Context: an optimization exercise on an open-source flow, tuned for small area and a short achievable clock period. The choices shown serve that exercise and are no tape-out recipe. At most, simulation tests tie the RTL to the original design; equivalence was not proved.

==> v15: inputs <==
==> flow/design.v <==
`timescale 1ns / 1ps
module cordic_stage (clk, reset, X_i, Y_i, Z_i, X_O, Y_O, Z_O);
  input clk;
  input reset;
  input  signed [15:0] X_i;
  input  signed [15:0] Y_i;
  input  signed [15:0] Z_i;
  output signed [15:0] X_O;
  output signed [15:0] Y_O;
  output signed [15:0] Z_O;
  function [15:0] addc;
    input [15:0] a;
    input [15:0] b;
    input        inv;
    input        cin;
    reg   [15:0] bb, p, g, gg, pp, gn, pn;
    integer i, d;
    begin
      bb = b ^ {16{inv}};
      p  = a ^ bb;
      g  = a & bb;
      gg = {g[15:1], g[0] | (p[0] & cin)};
      pp = p;
      for (d = 1; d < 16; d = d * 2) begin
        gn = gg; pn = pp;
        for (i = d; i < 16; i = i + 1) begin
          gn[i] = gg[i] | (pp[i] & gg[i-d]);
          pn[i] = pp[i] & pp[i-d];
        end
        gg = gn; pp = pn;
      end
      addc = p ^ {gg[14:0], cin};
    end
  endfunction
  function [4:0] lowpart;
    input [2:0] w;
    input [3:0] k;
    reg   [3:0] lo;
    begin
      lo = {1'b0, w} + {1'b0, k[2:0]};
      lowpart = {lo[3] & ~k[3], ~lo[3] & k[3], lo[2:0]};
    end
  endfunction
  function [15:0] addlow;
    input [15:0] w;
    input [4:0]  lp;
    reg          ones, zeros;
    integer i;
    begin
      addlow[2:0] = lp[2:0];
      ones = 1'b1; zeros = 1'b1;
      for (i = 3; i < 16; i = i + 1) begin
        addlow[i] = w[i] ^ (lp[4] & ones) ^ (lp[3] & zeros);
        ones  = ones & w[i];
        zeros = zeros & ~w[i];
      end
    end
  endfunction
  reg [16*15-1:0] ws;
  reg [16*15-1:0] vs;
  reg [14:0] q;
  reg        [14:0] z0;      
  reg signed [13:0] z1;
  reg signed [13:0] z2;
  reg signed [12:0] z3;
  reg signed [11:0] z4;
  reg signed [10:0] z5;
  reg signed [9:0]  z6;
  reg signed [8:0]  z7;
  reg signed [7:0]  z8;
  reg signed [6:0]  z9;
  reg signed [5:0]  z10;
  reg signed [4:0]  z11;
  reg signed [3:0]  z12;
  reg signed [2:0]  z13;
  reg signed [1:0]  z14;
  reg               zo;
  reg [15:0] xo, yo;
  wire qi = Z_i[15] ^ Z_i[14];
  always @(posedge clk) begin
    ws[15:0] <= X_i ^ {16{qi}};
    vs[15:0] <= Y_i ^ {16{qi}};
    q[0]     <= qi;
    z0       <= Z_i[14:0];
  end
  wire [13:0] dn;
  assign dn[0]  = z0[14];
  assign dn[1]  = z1[13];
  assign dn[2]  = z2[13];
  assign dn[3]  = z3[12];
  assign dn[4]  = z4[11];
  assign dn[5]  = z5[10];
  assign dn[6]  = z6[9];
  assign dn[7]  = z7[8];
  assign dn[8]  = z8[7];
  assign dn[9]  = z9[6];
  assign dn[10] = z10[5];
  assign dn[11] = z11[4];
  assign dn[12] = z12[3];
  assign dn[13] = z13[2];
  genvar j;
  generate
    for (j = 0; j < 14; j = j + 1) begin : it
      wire signed [15:0] w = ws[16*j +: 16];
      wire signed [15:0] v = vs[16*j +: 16];
      always @(posedge clk) begin
        ws[16*(j+1) +: 16] <= addc(w, v >>> j, ~dn[j], ~dn[j] ^ q[j]);
        vs[16*(j+1) +: 16] <= addc(v, w >>> j, dn[j], dn[j] ^ q[j]);
        q[j+1]             <= q[j];
      end
    end
  endgenerate
  always @(posedge clk) begin
    z1  <= {~z0[13], z0[12:0]};
    z2  <= z1[13]  ? z1  + 14'sd4836 : z1  - 14'sd4836;
    z3  <= z2[13]  ? z2  + 14'sd2555 : z2  - 14'sd2555;
    z4  <= z3[12]  ? z3  + 13'sd1297 : z3  - 13'sd1297;
    z5  <= z4[11]  ? z4  + 12'sd651  : z4  - 12'sd651;
    z6  <= z5[10]  ? z5  + 11'sd326  : z5  - 11'sd326;
    z7  <= z6[9]   ? z6  + 10'sd163  : z6  - 10'sd163;
    z8  <= z7[8]   ? z7  + 9'sd81    : z7  - 9'sd81;
    z9  <= z8[7]   ? z8  + 8'sd41    : z8  - 8'sd41;
    z10 <= z9[6]   ? z9  + 7'sd20    : z9  - 7'sd20;
    z11 <= z10[5]  ? z10 + 6'sd10    : z10 - 6'sd10;
    z12 <= z11[4]  ? z11 + 5'sd5     : z11 - 5'sd5;
    z13 <= z12[3]  ? z12 + 4'sd3     : z12 - 4'sd3;
    z14 <= z13[2]  ? z13 + 3'sd1     : z13 - 3'sd1;
    zo  <= ~z14[0];    
  end
  wire [15:0] w14 = ws[16*14 +: 16];
  wire [15:0] v14 = vs[16*14 +: 16];
  wire        d14 = z14[1];           
  wire        d15 = ~z14[0];          
  wire        qf  = q[14];
  wire signed [3:0] tv = {{2{v14[15]}}, v14[15:14]};    
  wire signed [3:0] tw = {{2{w14[15]}}, w14[15:14]};    
  wire signed [3:0] sw = (tv ^ {4{~d14}}) + {3'd0, ~d14 ^ qf};
  wire signed [3:0] sv = (tw ^ {4{d14}})  + {3'd0, d14 ^ qf};
  wire [15:0] w15 = addlow(w14, lowpart(w14[2:0], sw));
  wire [15:0] v15 = addlow(v14, lowpart(v14[2:0], sv));
  wire        w15s = w15[15];
  wire        v15s = v15[15];
  function signed [3:0] lastk;
    input signed [3:0] s14;
    input              sgn;
    input              inv;
    input              qq;
    reg   signed [3:0] t;
    begin
      t = {4{sgn}} ^ {4{inv}};
      lastk = s14 + t + {3'd0, inv ^ qq} + {3'd0, qq};
    end
  endfunction
  wire [4:0] lx0 = lowpart(w14[2:0], lastk(sw, 1'b0, ~d15, qf));
  wire [4:0] lx1 = lowpart(w14[2:0], lastk(sw, 1'b1, ~d15, qf));
  wire [4:0] ly0 = lowpart(v14[2:0], lastk(sv, 1'b0, d15, qf));
  wire [4:0] ly1 = lowpart(v14[2:0], lastk(sv, 1'b1, d15, qf));
  always @(posedge clk) begin
    xo <= addlow(w14, v15s ? lx1 : lx0);
    yo <= addlow(v14, w15s ? ly1 : ly0);
  end
  assign X_O = xo;
  assign Y_O = yo;
  assign Z_O = {16{zo}};
endmodule
==> flow/run.sh <==
#!/bin/bash
# synth_recipe.tcl (not shown) runs the flow's synth.tcl, then flattens the netlist and writes it again
# the make line also repeats each setting of config.mk as NAME=value (left out here)
make -C /OpenROAD-flow-scripts/flow DESIGN_CONFIG=/design/flow/config.mk WORK_HOME=/design/flow/orfs CLKGATE_MAP_FILE= SYNTH_SCRIPT=/design/flow/synth_recipe.tcl finish
==> flow/config.mk <==
export PLATFORM = sky130hd
export DESIGN_NAME = cordic_stage
export DESIGN_NICKNAME = cordic_stage
export VERILOG_FILES = /design/flow/design.v
export SDC_FILE = /design/flow/constraint.sdc
export NUM_CORES = 4
export LEC_CHECK = 0
export CAP_MARGIN = 20
export CORE_MARGIN = 2
export CORE_UTILIZATION = 40
export SLEW_MARGIN = 20
==> flow/constraint.sdc <==
create_clock -name core_clock -period 3.65 [get_ports {clk}]
set_input_delay 0.7300 -clock core_clock [delete_from_list [all_inputs] [get_ports {clk}]]
set_output_delay 0.7300 -clock core_clock [all_outputs]
set_load 0.01 [all_outputs]
==> v6: changes against v15 <==
==> flow/design.v, changed modules only <==
module cordic_stage (clk, reset, X_i, Y_i, Z_i, X_O, Y_O, Z_O);
  input clk;
  input reset;
  input  signed [15:0] X_i;
  input  signed [15:0] Y_i;
  input  signed [15:0] Z_i;
  output signed [15:0] X_O;
  output signed [15:0] Y_O;
  output signed [15:0] Z_O;
  function [15:0] addsub;
    input [15:0] a;
    input [15:0] b;
    input        sub;
    reg   [16:0] s;
    begin
      s = {a, 1'b1} + {b ^ {16{sub}}, sub};
      addsub = s[16:1];
    end
  endfunction
  reg [16*15-1:0] xs;
  reg [16*15-1:0] ys;
  reg [14:0] q;
  reg        [14:0] z0;      
  reg signed [13:0] z1;
  reg signed [13:0] z2;
  reg signed [12:0] z3;
  reg signed [11:0] z4;
  reg signed [10:0] z5;
  reg signed [9:0]  z6;
  reg signed [8:0]  z7;
  reg signed [7:0]  z8;
  reg signed [6:0]  z9;
  reg signed [5:0]  z10;
  reg signed [4:0]  z11;
  reg signed [3:0]  z12;
  reg signed [2:0]  z13;
  reg signed [1:0]  z14;
  reg               zo;
  reg [15:0] xo, yo;
  always @(posedge clk) begin
    xs[15:0] <= X_i;
    ys[15:0] <= Y_i;
    q[0]     <= Z_i[15] ^ Z_i[14];
    z0       <= Z_i[14:0];
  end
  wire [13:0] dn;
  assign dn[0]  = z0[14];
  assign dn[1]  = z1[13];
  assign dn[2]  = z2[13];
  assign dn[3]  = z3[12];
  assign dn[4]  = z4[11];
  assign dn[5]  = z5[10];
  assign dn[6]  = z6[9];
  assign dn[7]  = z7[8];
  assign dn[8]  = z8[7];
  assign dn[9]  = z9[6];
  assign dn[10] = z10[5];
  assign dn[11] = z11[4];
  assign dn[12] = z12[3];
  assign dn[13] = z13[2];
  genvar j;
  generate
    for (j = 0; j < 14; j = j + 1) begin : it
      wire signed [15:0] x = xs[16*j +: 16];
      wire signed [15:0] y = ys[16*j +: 16];
      always @(posedge clk) begin
        xs[16*(j+1) +: 16] <= addsub(x, y >>> j, ~dn[j]);
        ys[16*(j+1) +: 16] <= addsub(y, x >>> j, dn[j]);
        q[j+1]             <= q[j];
      end
    end
  endgenerate
  always @(posedge clk) begin
    z1  <= {~z0[13], z0[12:0]};
    z2  <= z1[13]  ? z1  + 14'sd4836 : z1  - 14'sd4836;
    z3  <= z2[13]  ? z2  + 14'sd2555 : z2  - 14'sd2555;
    z4  <= z3[12]  ? z3  + 13'sd1297 : z3  - 13'sd1297;
    z5  <= z4[11]  ? z4  + 12'sd651  : z4  - 12'sd651;
    z6  <= z5[10]  ? z5  + 11'sd326  : z5  - 11'sd326;
    z7  <= z6[9]   ? z6  + 10'sd163  : z6  - 10'sd163;
    z8  <= z7[8]   ? z7  + 9'sd81    : z7  - 9'sd81;
    z9  <= z8[7]   ? z8  + 8'sd41    : z8  - 8'sd41;
    z10 <= z9[6]   ? z9  + 7'sd20    : z9  - 7'sd20;
    z11 <= z10[5]  ? z10 + 6'sd10    : z10 - 6'sd10;
    z12 <= z11[4]  ? z11 + 5'sd5     : z11 - 5'sd5;
    z13 <= z12[3]  ? z12 + 4'sd3     : z12 - 4'sd3;
    z14 <= z13[2]  ? z13 + 3'sd1     : z13 - 3'sd1;
    zo  <= ~z14[0];      
  end
  wire signed [15:0] x14 = xs[16*14 +: 16];
  wire signed [15:0] y14 = ys[16*14 +: 16];
  wire               d14 = z14[1];
  wire               d15 = ~z14[0];
  wire signed [15:0] x15 = addsub(x14, y14 >>> 14, ~d14);
  wire signed [15:0] y15 = addsub(y14, x14 >>> 14, d14);
  wire signed [15:0] x16 = addsub(x15, y15 >>> 15, ~d15);
  wire signed [15:0] y16 = addsub(y15, x15 >>> 15, d15);
  always @(posedge clk) begin
    xo <= q[14] ? -x16 : x16;
    yo <= q[14] ? -y16 : y16;
  end
  assign X_O = xo;
  assign Y_O = yo;
  assign Z_O = {16{zo}};
endmodule
==> qor.csv <==
stage;metric;value;unit
status;status;failed layout checks;
status;SO Faults;setup timing;
floorplan;Well Taps;1298;
sta;final setup margin;-1.18;ns
floorplan;initial core utilization;40.4;%
sta;Worst Tran Pin Value;0.691;ns
sta;# setup viols final;28;
sta;Worst Skew;0.0264;ns
# the run above: v6

==> qor.csv <==
stage;metric;value;unit
sta;final setup margin;-0.0548;ns
sta;# setup viols final;4;
status;SO Faults;setup timing;
status;status;failed layout checks;
floorplan;initial core utilization;40.3;%
# the run above: v15

No run of this note included a check of the RTL's function; only the layout flow was run.

========
==> run a: inputs <==
cordic_stage, a different RTL version from the one above (not shown whole).
clock: 3.65 ns
lec_check: 0
cap_margin: 20
core_margin: 2
core_utilization: 40
cts_cluster_diameter: 100
cts_cluster_size: 22
setup_slack_margin: 1.2
slew_margin: 20
synth_hierarchical: 1
synth_minimum_keep_size: 0
run.sh (not shown) runs the stock make flow with config.mk's settings and CLKGATE_MAP_FILE= SYNTH_SCRIPT=/design/flow/synth_recipe.tcl, a recipe that flattens the netlist after the stock synthesis.
==> run b (differences from run a) <==
Settings changed: SETUP_SLACK_MARGIN 1.2 to 1.3.
==> notes <==
- Run a went through all stages and came out clean. Run b finished clean.
- In synthesized area, run a and run b do not differ.
- In register-to-register slack, run b and run a hardly differ.
- Of run b and run a, run b has the higher hold slack (gap 0.0070 ns).
- Of run a and run b, run b has the higher first-iteration DRC count (gap about 11%, measured against run b).
- In run a the worst setup slack is lower than in run b, by 0.012 ns.
- Against run a, the routed wire length of run b is larger by about 0.33%.
- In run b the clock skew is lower than in run a, by 0.0022 ns.
==> figures <==
item                                                                       run a                    run b
Run status                                               complete, no violations  complete, no violations
Placed standard-cell area                                             40,000 µm²               40,100 µm²
Post-cts gate resize count                                                    53                      103
Design Area, Final                                                    42,200 µm²               42,800 µm²
Non-clock buffering overhead                                               3.50%                    3.94%
Met3 Track Usage GR                                                        1.62%                    1.47%
Worst path depth                                                               7                        8
Remaining max-slew budget at the tightest pin                              25.9%                    40.7%
Number of setup buffers added after CTS                                       15                       29
Endpoint of the most critical register-to-register path                   vs[30]                   txr[1]
Routed metal-1 wire length                                             32,700 µm                33,100 µm
Setup crit end                                                            vs[30]                   txr[1]
Number of filler instances in the final layout                             8,988                    8,928
Share of layout cells above drive strength 1                               8.87%                    11.4%
Post-layout instance count excluding filler cells                          5,280                    5,300

========
==> inputs of job 1067 <==
Another version of the RTL of cordic_stage (not shown whole).
## cordic_stage
module cordic_stage (clk, reset, X_i, Y_i, Z_i, X_O, Y_O, Z_O);
  input clk;
  input reset;
  input  signed [15:0] X_i;
  input  signed [15:0] Y_i;
  input  signed [15:0] Z_i;
  output signed [15:0] X_O;
  output signed [15:0] Y_O;
  output signed [15:0] Z_O;
  reg [16*15-1:0] ws;
  reg [16*15-1:0] vs;
  reg [14:0] q;
  reg [14:0] n;
  reg signed [13:0] z1;
  reg signed [13:0] z2;
  reg signed [12:0] z3;
  reg signed [11:0] z4;
  reg signed [10:0] z5;
  reg signed [9:0]  z6;
  reg signed [8:0]  z7;
  reg signed [7:0]  z8;
  reg signed [6:0]  z9;
  reg signed [5:0]  z10;
  reg signed [4:0]  z11;
  reg signed [3:0]  z12;
  reg signed [2:0]  z13;
  reg signed [1:0]  z14;
  reg               z15;
  reg               zo;
  reg [15:0] xo, yo;
  wire qi = Z_i[15] ^ Z_i[14];
  always @(posedge clk) begin
    ws[15:0] <= X_i ^ {16{qi}};
    vs[15:0] <= Y_i ^ {16{Z_i[15]}};
    q[0]     <= qi;
    n[0]     <= Z_i[14];
    z1       <= {~Z_i[13], Z_i[12:0]};
  end
  wire [13:0] dnext = {z14[1], z13[2], z12[3], z11[4], z10[5], z9[6], z8[7],
                       z7[8], z6[9], z5[10], z4[11], z3[12], z2[13], z1[13]};
  genvar j;
  generate
    for (j = 0; j < 14; j = j + 1) begin : it
      wire [15:0] wn, vn;
      cordic_step #(.J(j), .INV(1)) xu (.a(ws[16*j +: 16]), .b(vs[16*j +: 16]),
                                        .cin(~n[j] ^ q[j]), .flip(1'b0), .o(wn));
      cordic_step #(.J(j), .INV(0)) yu (.a(vs[16*j +: 16]), .b(ws[16*j +: 16]),
  ...
Settings: LEC_CHECK=0, CAP_MARGIN=20, CORE_MARGIN=2, CORE_UTILIZATION=40, SETUP_SLACK_MARGIN=0.5, SLEW_MARGIN=20, SYNTH_HIERARCHICAL=1, SYNTH_MINIMUM_KEEP_SIZE=0; clock period 3.65 ns.
==> job 4576: changes against job 1067 <==
SETUP_SLACK_MARGIN = unset   (was 0.5)
==> impl_results.md <==
* Share of cells above drive strength 1 at under 10%
* Antenna violations before repair at 3
* Vias post-DR at 29900
* Grt met3 use at under 10%
* Status: complete, no violations
* Final hold slack at roughly 0.33 ns
* Seq/total area at roughly 28%
Source of the figures above: job 1067

==> impl_results.md <==
* Status: complete, no violations
* Antenna violations before repair at 2
* Vias post-DR at ~30000
* Share of cells above drive strength 1 at between 8 and 9%
* Seq/total area at ~28%
* Total global routing overflow at 0
* CTS tree: built
* Initial Util at between 40% and 50%
* Delay-heaviest family, CP: simple AND/OR/NAND/NOR gates
* Grt met3 use at 2.32%
* Most numerous cell in the Yosys netlist: xnor2_1
Source of the figures above: job 4576

No functional check of the RTL was part of any run of this note.

-- re-timing with driven ports --
How much do the figures lean on ideal ports? The routed layouts below were timed once more, with nothing changed but the port constraints.
Step 1 (the two cells are an assumption about what drives the block):
set clk [get_ports {clk}]
set_driving_cell -lib_cell sky130_fd_sc_hd__clkbuf_16 $clk
set_driving_cell -lib_cell sky130_fd_sc_hd__buf_2 [delete_from_list [all_inputs] $clk]
Step 2 times the ports against the registers' clock, not the clock port: input delays grow and output delays shrink by t, the midpoint of the rising clock arrivals with the driver on.
Slacks: ideal ports / drivers / drivers and shift; pairs: ideal ports / drivers.
run	t (ns)	setup WS [ns]	hold WS [ns]	worst slew at a driven data input, ns	pins driven straight from the clock port
v15	0.697	-0.055 / -0.055 / -0.055	0.323 / 0.323 / 0.323	0.05	1
v6	0.677	-1.179 / -1.179 / -1.179	0.321 / 0.321 / 0.321	0.07	1
run a	0.641	1.288 / 1.288 / 1.288	0.323 / 0.323 / 0.323	0.10	1
run b	0.645	1.300 / 1.300 / 1.299	0.330 / 0.330 / 0.330	0.10	1
job 1067	0.693	0.630 / 0.630 / 0.630	0.325 / 0.325 / 0.325	0.13	1
job 4576	0.698	0.461 / 0.461 / 0.461	0.325 / 0.325 / 0.325	0.12	1
For run b, which loses most, drivers alone change the setup slack by 0.000 ns; drivers and shift together by -0.001 ns.
